Context: an optimization exercise on an open-source flow, tuned for small area, a short achievable clock period and few clock cycles per item. The choices shown serve that exercise and are no tape-out recipe.
Only simulation tests tie the RTL to the original design; equivalence was not proved.
No activity file was given, so power comes from the tool's default toggle rates.

// vmicro16_core
module vmicro16_core # (
    parameter DATA_WIDTH = 16,
    parameter CORE_ID    = 0
) (
    input         clk,
    input         reset,
    output [7:0]  dbug,
    output        halt,
    input  [7:0]   ints,
    input  [127:0] ints_data,
    output [7:0]   ints_ack,
    output reg [22:0] w_PADDR,
    output reg        w_PWRITE,
    output reg        w_PSELx,
    output reg        w_PENABLE,
    output reg [15:0] w_PWDATA,
    input      [15:0] w_PRDATA,
    input             w_PREADY,
    output [22:0] w2_PADDR,
    output        w2_PWRITE,
    output        w2_PSELx,
    output        w2_PENABLE,
    output [15:0] w2_PWDATA,
    input  [15:0] w2_PRDATA,
    input         w2_PREADY
);
clock: 10.0 ns
lec_check: 0
cap_margin: 20
core_margin: 2
core_utilization: 40
place_density: 0.7
setup_slack_margin: 5
slew_margin: 20
tns_end_percent: 5
standard.sh (not shown) runs the stock make flow with config.mk's settings and CLKGATE_MAP_FILE= SYNTH_SCRIPT=/design/flow/synth_recipe.tcl, a recipe that flattens the netlist after the stock synthesis.
==> flow/flow/run.sh <==
#!/bin/bash
# The standard layout, with the timing repair aiming further below the clock
# period than config.mk's settings allow, and port buffers of a plain buffer
# cell instead of the slow delay buffer that buffer_ports picks by default.
set -euo pipefail
bash standard.sh SETUP_SLACK_MARGIN=7 \
    "BUFFER_PORTS_ARGS=-buffer_cell sky130_fd_sc_hd__buf_4" finish > standard.log 2>&1
Testbench counts at the start, summed over its fixed seeds: cycles 5,964, items 5,575.
Next try:
--- a/flow/design.v
+++ b/flow/design.v
@@ -105,22 +105,23 @@
                 (aru | ars) & ((f == 5'b11111) | (f == 5'b10000) | ~f[4]),  
                 (aru & (f == 5'b10000)) | (ars & ((f == 5'b10000) | ~f[4])),  
                 ~(mvi | br),                                     
                 lw | lwex | swex | mv | mvi | aru | ars | setc | bt | mult,  
                 lw | lwex | swex,                                
                 sw | swex,                                       
                 lw | sw | lwex | swex,                           
                 (o == 5'b00000) & in[0],                         
                 swex, lwex, mult, setc, cmp, br, ars, aru, mvi, mv, bt, sw, lw};
         end
     endfunction
+    wire [4:0] op   = ex[15:11];
     wire [2:0] rd   = ex[10:8];
     wire [4:0] s5   = ex[4:0];
     wire [7:0] imm8 = ex[7:0];
     wire op_lw    = ec[0];
     wire op_sw    = ec[1];
     wire op_bit   = ec[2];
     wire op_mov   = ec[3];
     wire op_movi  = ec[4];
     wire op_aru   = ec[5];
     wire op_ars   = ec[6];
     wire op_br    = ec[7];
After rerunning:
- The changed run finished with timing, DRC and antenna clean
- via count is about the same
- synthesized area stays flat
- first-iteration DRC count goes up by a little under a tenth
- hold slack gets worse by 0.032 ns
- wire length fell slightly
- worst setup slack got worse by 0.058 ns
Testbench counts after the change, summed over its fixed seeds: cycles 5,964, items 5,575.

--- another note on this design; it stands on its own ---

Design vmicro16_core, start of the top module:
module vmicro16_core # (
    parameter DATA_WIDTH = 16,
    parameter CORE_ID    = 0
) (
    input         clk,
    input         reset,
    output [7:0]  dbug,
    output        halt,
    input  [7:0]   ints,
    input  [127:0] ints_data,
    output [7:0]   ints_ack,
    output reg [22:0] w_PADDR,
    output reg        w_PWRITE,
    output reg        w_PSELx,
    output reg        w_PENABLE,
    output reg [15:0] w_PWDATA,
    input      [15:0] w_PRDATA,
    input             w_PREADY,
    output [22:0] w2_PADDR,
    output        w2_PWRITE,
    output        w2_PSELx,
    output        w2_PENABLE,
    output [15:0] w2_PWDATA,
    input  [15:0] w2_PRDATA,
    input         w2_PREADY
);
For scale: roughly 5200 cells after synthesis, roughly 1700 flip-flops, roughly 0.078 mm^2 of cells after synthesis.
clock: 10.0 ns
lec_check: 0
cap_margin: 20
core_margin: 2
core_utilization: 40
place_density: 0.7
setup_slack_margin: 5
slew_margin: 20
tns_end_percent: 10
standard.sh (not shown) runs the stock make flow with config.mk's settings and CLKGATE_MAP_FILE= SYNTH_SCRIPT=/design/flow/synth_recipe.tcl, a recipe that flattens the netlist after the stock synthesis.
==> flow/flow/run.sh <==
#!/bin/bash
# The standard layout, with the timing repair aiming further below the clock
# period than config.mk's settings allow, and port buffers of a plain buffer
# cell instead of the slow delay buffer that buffer_ports picks by default.
set -euo pipefail
bash standard.sh SETUP_SLACK_MARGIN=7 \
    "BUFFER_PORTS_ARGS=-buffer_cell sky130_fd_sc_hd__buf_4" finish > standard.log 2>&1
Testbench counts at the start, summed over its fixed seeds: cycles 5,964, items 5,575.
==> next run, changes <==
CORE_UTILIZATION = 50   (was 40)
TNS_END_PERCENT = 5   (was 10)
What happened: Synthesized cell count stays the same. Design area came out lower by about 2.7%. Setup slack degrades by 24 ps. Via count barely changes. Clock-buffer cell count grows by 19. Sequential power hardly moves. First-iteration DRC count goes up by 14%.


== job 101 ==
vmicro16_core again, from the RTL that the note above started with.
export LEC_CHECK = 0
export CAP_MARGIN = 20
export CORE_MARGIN = 2
export CORE_UTILIZATION = 40
export PLACE_DENSITY = 0.7
export SETUP_SLACK_MARGIN = 5
export SLEW_MARGIN = 20
export TNS_END_PERCENT = 5
create_clock -name core_clock -period 10.0 [get_ports {clk}]
==> flow/flow/run.sh <==
#!/bin/bash
# The standard layout, with the timing repair aiming further below the clock
# period than config.mk's settings allow, and port buffers of a plain buffer
# cell instead of the slow delay buffer that buffer_ports picks by default.
set -euo pipefail
bash standard.sh SETUP_SLACK_MARGIN=7.5 \
    "BUFFER_PORTS_ARGS=-buffer_cell sky130_fd_sc_hd__buf_4" finish > standard.log 2>&1
Testbench counts of job 101, summed over its fixed seeds: cycles 5,964, items 5,575.
The following lists how job 102 was set up differently from job 101:
--- a/flow/flow/run.sh
+++ b/flow/flow/run.sh
@@ -6 +6 @@
-bash standard.sh SETUP_SLACK_MARGIN=7.5 \
+bash standard.sh SETUP_SLACK_MARGIN=7 \
Findings:
- Compared job 102 vs job 101, and overall power after layout is up in job 102.
- The number of cells in the finished layout apart from fillers of job 102 is higher than that of job 101.
- On number of combinational gates with multiple inputs, job 102 and job 101 are basically level.
- Changes observed in job 102 relative to job 101: combinational power barely changed, largest fanout on the critical path +4, final standard cell utilization of the core climbed 0.34 points.
- Going from job 101 to job 102, transition time of the tightest slew-check pin now sits higher, share of power burned in the clock network climbed 1.1 points.
- Compared with job 101, job 102 shows a lower sequential share of layout area.

## re-timing with driven ports
The results above use ideal ports. As a check the final layouts listed here were re-extracted and re-timed, cells and wires unchanged.
Step 1: set_driving_cell puts a clkbuf_16 on clk and a buf_2 on each other input, an assumption about the parent block.
Step 2 also shifts input and output timing later by t, the mid clock arrival at the registers, as if the neighbouring blocks saw the same clock.
Three values: ideal ports, drivers, drivers and shift; two values: the first two.
| run | t (ns) | setup WS [ns] | cell pins on the clock port's net |
|---|---|---|---|
| the first run of note 1 | 0.917 | 5.764 / 5.764 / 5.440 | 1 |
| the second run of note 1 | 0.906 | 5.706 / 5.706 / 5.388 | 1 |
| the first run of note 2 | 0.879 | 5.892 / 5.892 / 5.567 | 1 |
| the second run of note 2 | 0.893 | 5.868 / 5.868 / 5.629 | 1 |
| job 101 | 0.897 | 5.905 / 5.905 / 5.471 | 1 |
| job 102 | 0.891 | 5.965 / 5.940 / 5.528 | 1 |
After both steps setup and hold are still met in every run listed. For job 102, which loses most, drivers alone change the setup slack by -0.025 ns; drivers and shift together by -0.437 ns.
